Context: an optimization exercise on an open-source flow, tuned for small area. The choices shown serve that exercise and are no tape-out recipe. The RTL was checked by simulation tests, not by an equivalence proof against the original design. Power figures rest on the tool's default switching activity, not on a simulated workload.

==> design.v <==
module mrfm_dsp
  (input clock,
   input reset,
   input enable,
   input serial_strobe,
   input [6:0] serial_addr,
   input [31:0] serial_data,
   input [11:0] rx_a_a,
   input [11:0] rx_b_a,
   output [15:0] adc_out,
   output [15:0] filt_out,
   output strobe_out);
   reg        k0nz, k1nz;
   reg [7:0]  rate_0, rate_1;
   reg [4:0]  shift;           
   wire       wr_decim = serial_strobe & (serial_addr == 7'd64);
   wire       wr_coeff = serial_strobe & (serial_addr == 7'd67);
   wire       wr_shift = serial_strobe & (serial_addr == 7'd68);
   wire       wr_k0    = serial_strobe & (serial_addr == 7'd75);
   wire       wr_k1    = serial_strobe & (serial_addr == 7'd76);
   always @(posedge clock)
     if (reset) begin
        k0nz <= 1'b0;
        k1nz <= 1'b0;
        rate_0 <= 8'd0;
        rate_1 <= 8'd0;
        shift <= 5'd0;
     end else begin
        if (wr_k0) k0nz <= |serial_data;
        if (wr_k1) k1nz <= |serial_data;
        if (wr_decim) begin
           rate_0 <= serial_data[7:0];
           rate_1 <= serial_data[15:8];
        end
        if (wr_shift)
          shift <= (serial_data[7:0] > 8'd22) ? 5'd0 : serial_data[4:0];
     end
   wire [16:0] sum_extend = (k0nz ? {rx_a_a[11], rx_a_a, 4'b0} : 17'd0)
                          + (k1nz ? {rx_b_a[11], rx_b_a, 4'b0} : 17'd0);
   wire        in_range = sum_extend[16] == sum_extend[15];
   reg [15:0]  adc0;
   always @(posedge clock)
     adc0 <= in_range ? sum_extend[15:0] : {sum_extend[16], {15{~sum_extend[16]}}};
   assign adc_out = adc0;
   reg [7:0]  cnt0, cnt1;
   wire       strobe_0 = (cnt0 == 8'd0) & enable;
   wire       strobe_1 = (cnt1 == 8'd0) & enable & strobe_0;
   assign strobe_out = strobe_1;
   always @(posedge clock)
     if (reset | ~enable)
       cnt0 <= 8'd0;
     else if (cnt0 == 8'd0)
       cnt0 <= rate_0;
     else
       cnt0 <= cnt0 - 8'd1;
   always @(posedge clock)
     if (reset | ~enable)
       cnt1 <= 8'd0;
     else if (strobe_0)
       if (cnt1 == 8'd0)
         cnt1 <= rate_1;
       else
         cnt1 <= cnt1 - 8'd1;
   reg [3:0]  phase;
   always @(posedge clock)
     if (reset | strobe_1)
       phase <= 4'd0;
     else if (phase != 4'd15)
       phase <= phase + 4'd1;
   reg [23:0] c1, c2, c3, c4, c5, c7, c8, c9, c10, c11;
   wire [23:0] cdata = reset ? 24'd0 : serial_data[23:0];
   wire [3:0]  caddr = serial_data[27:24];
   always @(posedge clock) begin
      if (reset | (wr_coeff & (caddr == 4'd1)))  c1  <= cdata;
      if (reset | (wr_coeff & (caddr == 4'd2)))  c2  <= cdata;
      if (reset | (wr_coeff & (caddr == 4'd3)))  c3  <= cdata;
      if (reset | (wr_coeff & (caddr == 4'd4)))  c4  <= cdata;
      if (reset | (wr_coeff & (caddr == 4'd5)))  c5  <= cdata;
      if (reset | (wr_coeff & (caddr == 4'd7)))  c7  <= cdata;
      if (reset | (wr_coeff & (caddr == 4'd8)))  c8  <= cdata;
      if (reset | (wr_coeff & (caddr == 4'd9)))  c9  <= cdata;
      if (reset | (wr_coeff & (caddr == 4'd10))) c10 <= cdata;
      if (reset | (wr_coeff & (caddr == 4'd11))) c11 <= cdata;
   end
   reg [23:0] cread;
   always @*
     case (phase)
       4'd0:  cread = c1;
       4'd1:  cread = c2;
       4'd2:  cread = c3;
       4'd3:  cread = c4;
       4'd4:  cread = c5;
       4'd6:  cread = c7;
       4'd7:  cread = c8;
       4'd8:  cread = c9;
       4'd9:  cread = c10;
       4'd10: cread = c11;
       default: cread = 24'd0;
     endcase
   reg [23:0] cq1, cq2;
   always @(posedge clock) begin
      cq1 <= cread;
      cq2 <= cq1;
   end
   reg [15:0] x1, x2;            
   reg [23:0] y1a, y1b;          
   reg [23:0] y2a, y2b;          
   reg [49:0] acc;
   wire [23:0] scaled;
   always @(posedge clock)
     if (reset) begin
        x1 <= 16'd0; x2 <= 16'd0;
     end else if (phase == 4'd0) begin
        x1 <= adc0; x2 <= x1;
     end
   always @(posedge clock)
     if (reset) begin
        y1a <= 24'd0; y1b <= 24'd0;
     end else if (phase == 4'd8) begin
        y1a <= scaled; y1b <= y1a;
     end
   always @(posedge clock)
     if (reset) begin
        y2a <= 24'd0; y2b <= 24'd0;
     end else if (phase == 4'd14) begin
        y2a <= scaled; y2b <= y2a;
     end
   assign filt_out = y2a[23:8];
   reg [23:0] opa;
   always @*
     case (phase)
       4'd0, 4'd1:        opa = {x2, 8'd0};
       4'd2:              opa = {x1, 8'd0};
       4'd3, 4'd8, 4'd9:  opa = y1b;
       4'd4, 4'd10:       opa = y1a;
       4'd11:             opa = y2b;
       4'd12:             opa = y2a;
       default:           opa = 24'd0;
     endcase
   wire [23:0] opb = phase[3] ? cq2 : cread;
   wire signed [23:0] sopa = opa;
   wire signed [23:0] sopb = opb;
   wire signed [46:0] product = sopa * sopb;
   wire        clear = (phase == 4'd0) | (phase == 4'd8);
   always @(posedge clock)
     acc <= (clear ? 50'd0 : acc) + {{3{product[46]}}, product};
   wire [21:0] below;            
   genvar      gi;
   generate
      for (gi = 0; gi < 22; gi = gi + 1) begin : g_therm
         assign below[gi] = (shift > gi);
      end
   endgenerate
   wire        neg = acc[49];
   wire        sticky = |(acc[21:0] & below);
   wire [25:0] diff = acc[48:23] ^ {26{neg}};
   wire        over = |(diff[21:0] & ~below) | |diff[25:22];
   wire [45:0] shifted = acc[45:0] >> shift;
   wire [23:0] rounded = shifted[23:0] + {23'd0, neg & sticky};
   assign scaled = over ? {neg, {23{~neg}}} : rounded;
endmodule  
==> run.sh <==
#!/bin/bash
# synth_recipe.tcl (not shown) runs the flow's synth.tcl, then flattens the netlist and writes it again
# the make line also repeats each setting of config.mk as NAME=value (left out here)
make -C /OpenROAD-flow-scripts/flow DESIGN_CONFIG=/design/flow/config.mk WORK_HOME=/design/flow/orfs CLKGATE_MAP_FILE= SYNTH_SCRIPT=/design/flow/synth_recipe.tcl finish
==> config.mk <==
export PLATFORM = sky130hd
export DESIGN_NAME = mrfm_dsp
export DESIGN_NICKNAME = mrfm_dsp
export VERILOG_FILES = /design/flow/design.v
export SDC_FILE = /design/flow/constraint.sdc
export NUM_CORES = 4
export LEC_CHECK = 0
export CAP_MARGIN = 20
export CORE_MARGIN = 2
export CORE_UTILIZATION = 40
export SLEW_MARGIN = 20
==> constraint.sdc <==
create_clock -name core_clock -period 10.0 [get_ports {clock}]
set_input_delay 2.0000 -clock core_clock [delete_from_list [all_inputs] [get_ports {clock}]]
set_output_delay 2.0000 -clock core_clock [all_outputs]
set_load 0.01 [all_outputs]
==> run summary <==
-- critical path, delay by kind of cell (launching register included) --
kind	cells	cell delay [ps]
buf+inv	9	900
compound gates	15	3160
simple gates	5	970
fa+ha+maj	10	4090
mux	1	330
flops	1	390
xor+xnor	2	300
-- cell type report --
| cell class | count | area (sq um) |
|---|---|---|
| Antenna cell | 1 | 2.50 |
| Clock buffer | 72 | 1550 |
| Clock inverter | 23 | 255 |
| Fill cell | 10400 | 58100 |
| Inverter | 700 | 2630 |
| Multi-Input combinational cell | 3205 | 30600 |
| Sequential cell | 516 | 12700 |
| Tap cell | 1512 | 1890 |
| Timing Repair Buffer | 708 | 6520 |
-- how the worst max path moves through the flow --
stage	from	to	slack, ps	cells past startpoint
2_1_floorplan	phase[0]	acc[48]	-7	45
3_3_place_gp	phase[0]	acc[49]	-450	43
3_5_place_dp	phase[0]	acc[38]	-570	41
4_1_cts	phase[0]	acc[38]	-100	43
5_1_grt	phase[0]	acc[49]	-500	44
6_report	phase[0]	acc[38]	-150	42
-- state kept, by name, summed over array words and instances (netlist names), 24 cells and up --
register,cells
acc,50
c10,24
c11,24
c1,24
c2,24
c3,24
c4,24
c5,24
c7,24
c8,24
c9,24
cq1,24
cq2,24
y1a,24
y1b,24
y2a,24
y2b,24
-- cells by family (layout without fill, tap and decap cells) --
kind of cell	Yosys count	after routing	share of synthesized area, %
simple gates	1402	1402	13.9
flops	516	516	27.6
buf+inv	969	1503	8.25
xor+xnor	147	147	2.82
compound gates	697	697	10.4
mux	154	154	5.36
fa+ha+maj	805	805	31.7
other cells	0	1	0
-- layer usage --
| layer | vias up | routed length [microns] | track usage (%) |
|---|---|---|---|
| met1 | 17900 | 60600 | 33.5 |
| met2 | 1285 | 63800 | 38.0 |
| li1 | 16400 | - | - |
| met5 | - | 32 | 0 |
| met3 | 198 | 12000 | 5.36 |
| met4 | 4 | 4200 | 7.11 |
-- cells in the mapped netlist, types with 82 or more instances --
cell type,count
nor2_1,303
dfxtp_1,276
o21ai_0,82
inv_1,698
a21oi_1,198
fa_1,601
ha_1,203
clkbuf_1,208
edfxtp_1,240
a22oi_1,90
nand2_1,627
xnor2_1,102
and2_1,105
-- through the flow --
| step | power (uW) | setup TNS (ps) | std cells | setup slack, ps |
|---|---|---|---|---|
| finish | 10700 | -423 | 6737 | -151 |
| global route | 11200 | -3190 | 6737 | -501 |
| CTS | 10400 | -263 | 6701 | -101 |
| detailed placement | 7860 | -4490 | 6556 | -569 |
| global placement | 7870 | -3470 | 6556 | -454 |
| floorplan | 5530 | -7.26 | 4690 | -7.26 |
-- what timing repair did --
item                       CTS  global route
resized for setup          174           136
buffers inserted            48            37
pin swaps                   90           111
hold buffers                 0             0
cloned                       3             1
setup endpoints to repair   17            20
-- power by group --
group          internal, uW  leakage (uW)  total, uW  switching (uW)
Sequential             2510       0.00457       2750             236
Combinational          2710        0.0194       5890            3180
Clock                  1150      0.000895       2040             888
Total                  6380        0.0249      10700            4300
==> qor.yml <==
power:
  p_leak_uw: 0.0249
  ir_worst_vdd_uv: 150
  p_per_area_nw_per_um2: 190
setup_path:
  crit_required_ps: 10580
  worstSetupEndpointType: "flip-flop"
  r2r_setup_slack_ps: -150
  crit_type: "reg2reg"
  timing.rr.end: "acc[38]"
  critPathMaxStageDelay_ps: 520
  worst_path_most_repeated_cell: "fa_1"
  rr_worst_depth: 42
  path_max_fanout: 9
  cp-start-kind: "flip-flop"
  cp.arrival_ps: 10730
  worst_path_max_delay_cell: "fa_1"
  r2r-start: "phase[0]"
clock_tree:
  clockBufferDepth: 3
  htree_levels: 2
  root_buffer: "clkbuf_16"
  clk-insertion-delay-late_ps: 660
  clock-sinks: 516
  path_clk_slew_ps: 70
  cts_tree: "done"
  numCtsBuffers: 51
finish:
  final_common_cell: "inv_1"
  stdcell_area_sq_um: 56200
  nNetsFinal: 6053
  drive_above_1_share_pct: 20.1
  synthToLayoutAreaGrowth_pct: 22.1
  utilization_pct: 49.2
  final_cell_mix: "inv_1, nand2_1, fa_1"
routing:
  drt_wl_total_microns: 141000
  detail-route-antenna-nets: 0
  drtIter0Drc: 2995
  drt_first_pass_iters: 6
  dr_total_vias: 35700
  wl_per_cell_microns: 20.9
  vias_per_cell: 5.31
  drc: 0
floorplanning:
  ios: 100
  initial_core_util_pct: 40.3
  rows: 124
  core_area_sq_um: 114000
  die-area_sq_um: 118000
  die_width_microns: 343
  die_h_microns: 343
synth:
  synth_top_area_share_pct: 26.1
  yosysUniqueCellTypes: 90
  synth_top_flop_cell: "dfxtp_1"
  synth_area_sq_um: 46100
  synth.ff_latch_count: 516
  async_flop_share_pct: 0
  syn_avg_cell_area_sq_um: 9.82
  synthTopCellsByArea: "fa_1, edfxtp_1, dfxtp_1"
  yosys_warnings: 1
  synth_largest_area_cell: "fa_1"
  synth_edf_count: 240
  netlist_instances: 4690
  yosysSeqAreaShare_pct: 27.6
  synth_fp_nets: 5561
grt:
  first_global_vias: 36400
  grt_use_total_pct: 24.2
  grt_first_pass_wirelength_microns: 218000
  antenna_found_initial: 3
  grt-ovfl-total: 0
  grt_max_degree: 107
sta:
  grt_setup_unrepaired: "yes"
  tightest_slew_ps: 991
  finalHoldViolations: 0
  whs_ps: 309
  fmax_mhz: 98.5
  final_max_slew_viol_count: 0
  finalClockSkew_ps: 54.6
  finalSetupViolCount: 3
  fin_crit_sh_pct: 102
  maxSlewHeadroom_pct: 33.7
  fin_crit_ps: 10150
  setup_ws_ps: -151
run:
  maxCapViolCount: 0
worst_hold_path:
  hold_end: "cq2[21]"
  hold_start: "cq1[21]"
  worstHoldPathCells: 0
  min_path_type: "reg2reg"
place:
  dpl.hpwl_microns: 109000
  postPlaceCellArea_sq_um: 52500
  place.gp.congestion: 0.906
  io_buffer_count: 99
outcome:
  status: "finished with violations"
  so_faults: "negative setup slack"

==> static timing again, ports no longer ideal <==
The flow's constraints put no driver on any port. The routed layout listed below was extracted and timed again, unchanged, in two steps. Step 1 (the two cells are an assumption about what drives the block):
set clk [get_ports {clock}]
set_driving_cell -lib_cell sky130_fd_sc_hd__clkbuf_16 $clk
set_driving_cell -lib_cell sky130_fd_sc_hd__buf_2 [delete_from_list [all_inputs] $clk]
Step 2 moves the port delays by t, midway between the first and last clock arrival at a register: inputs arrive t later, outputs are due t later. That takes back most of the time a late clock gives input paths. Slacks: ideal / step 1 / step 2; pairs: ideal / step 1.
t (ns): 0.690
slack for setup (ns): -0.151 / -0.151 / -0.151
latest minus earliest clock arrival (ns): 0.057 / 0.058
The setup slack of this run moves by 0.000 ns with the drivers and by 0.000 ns with both steps.
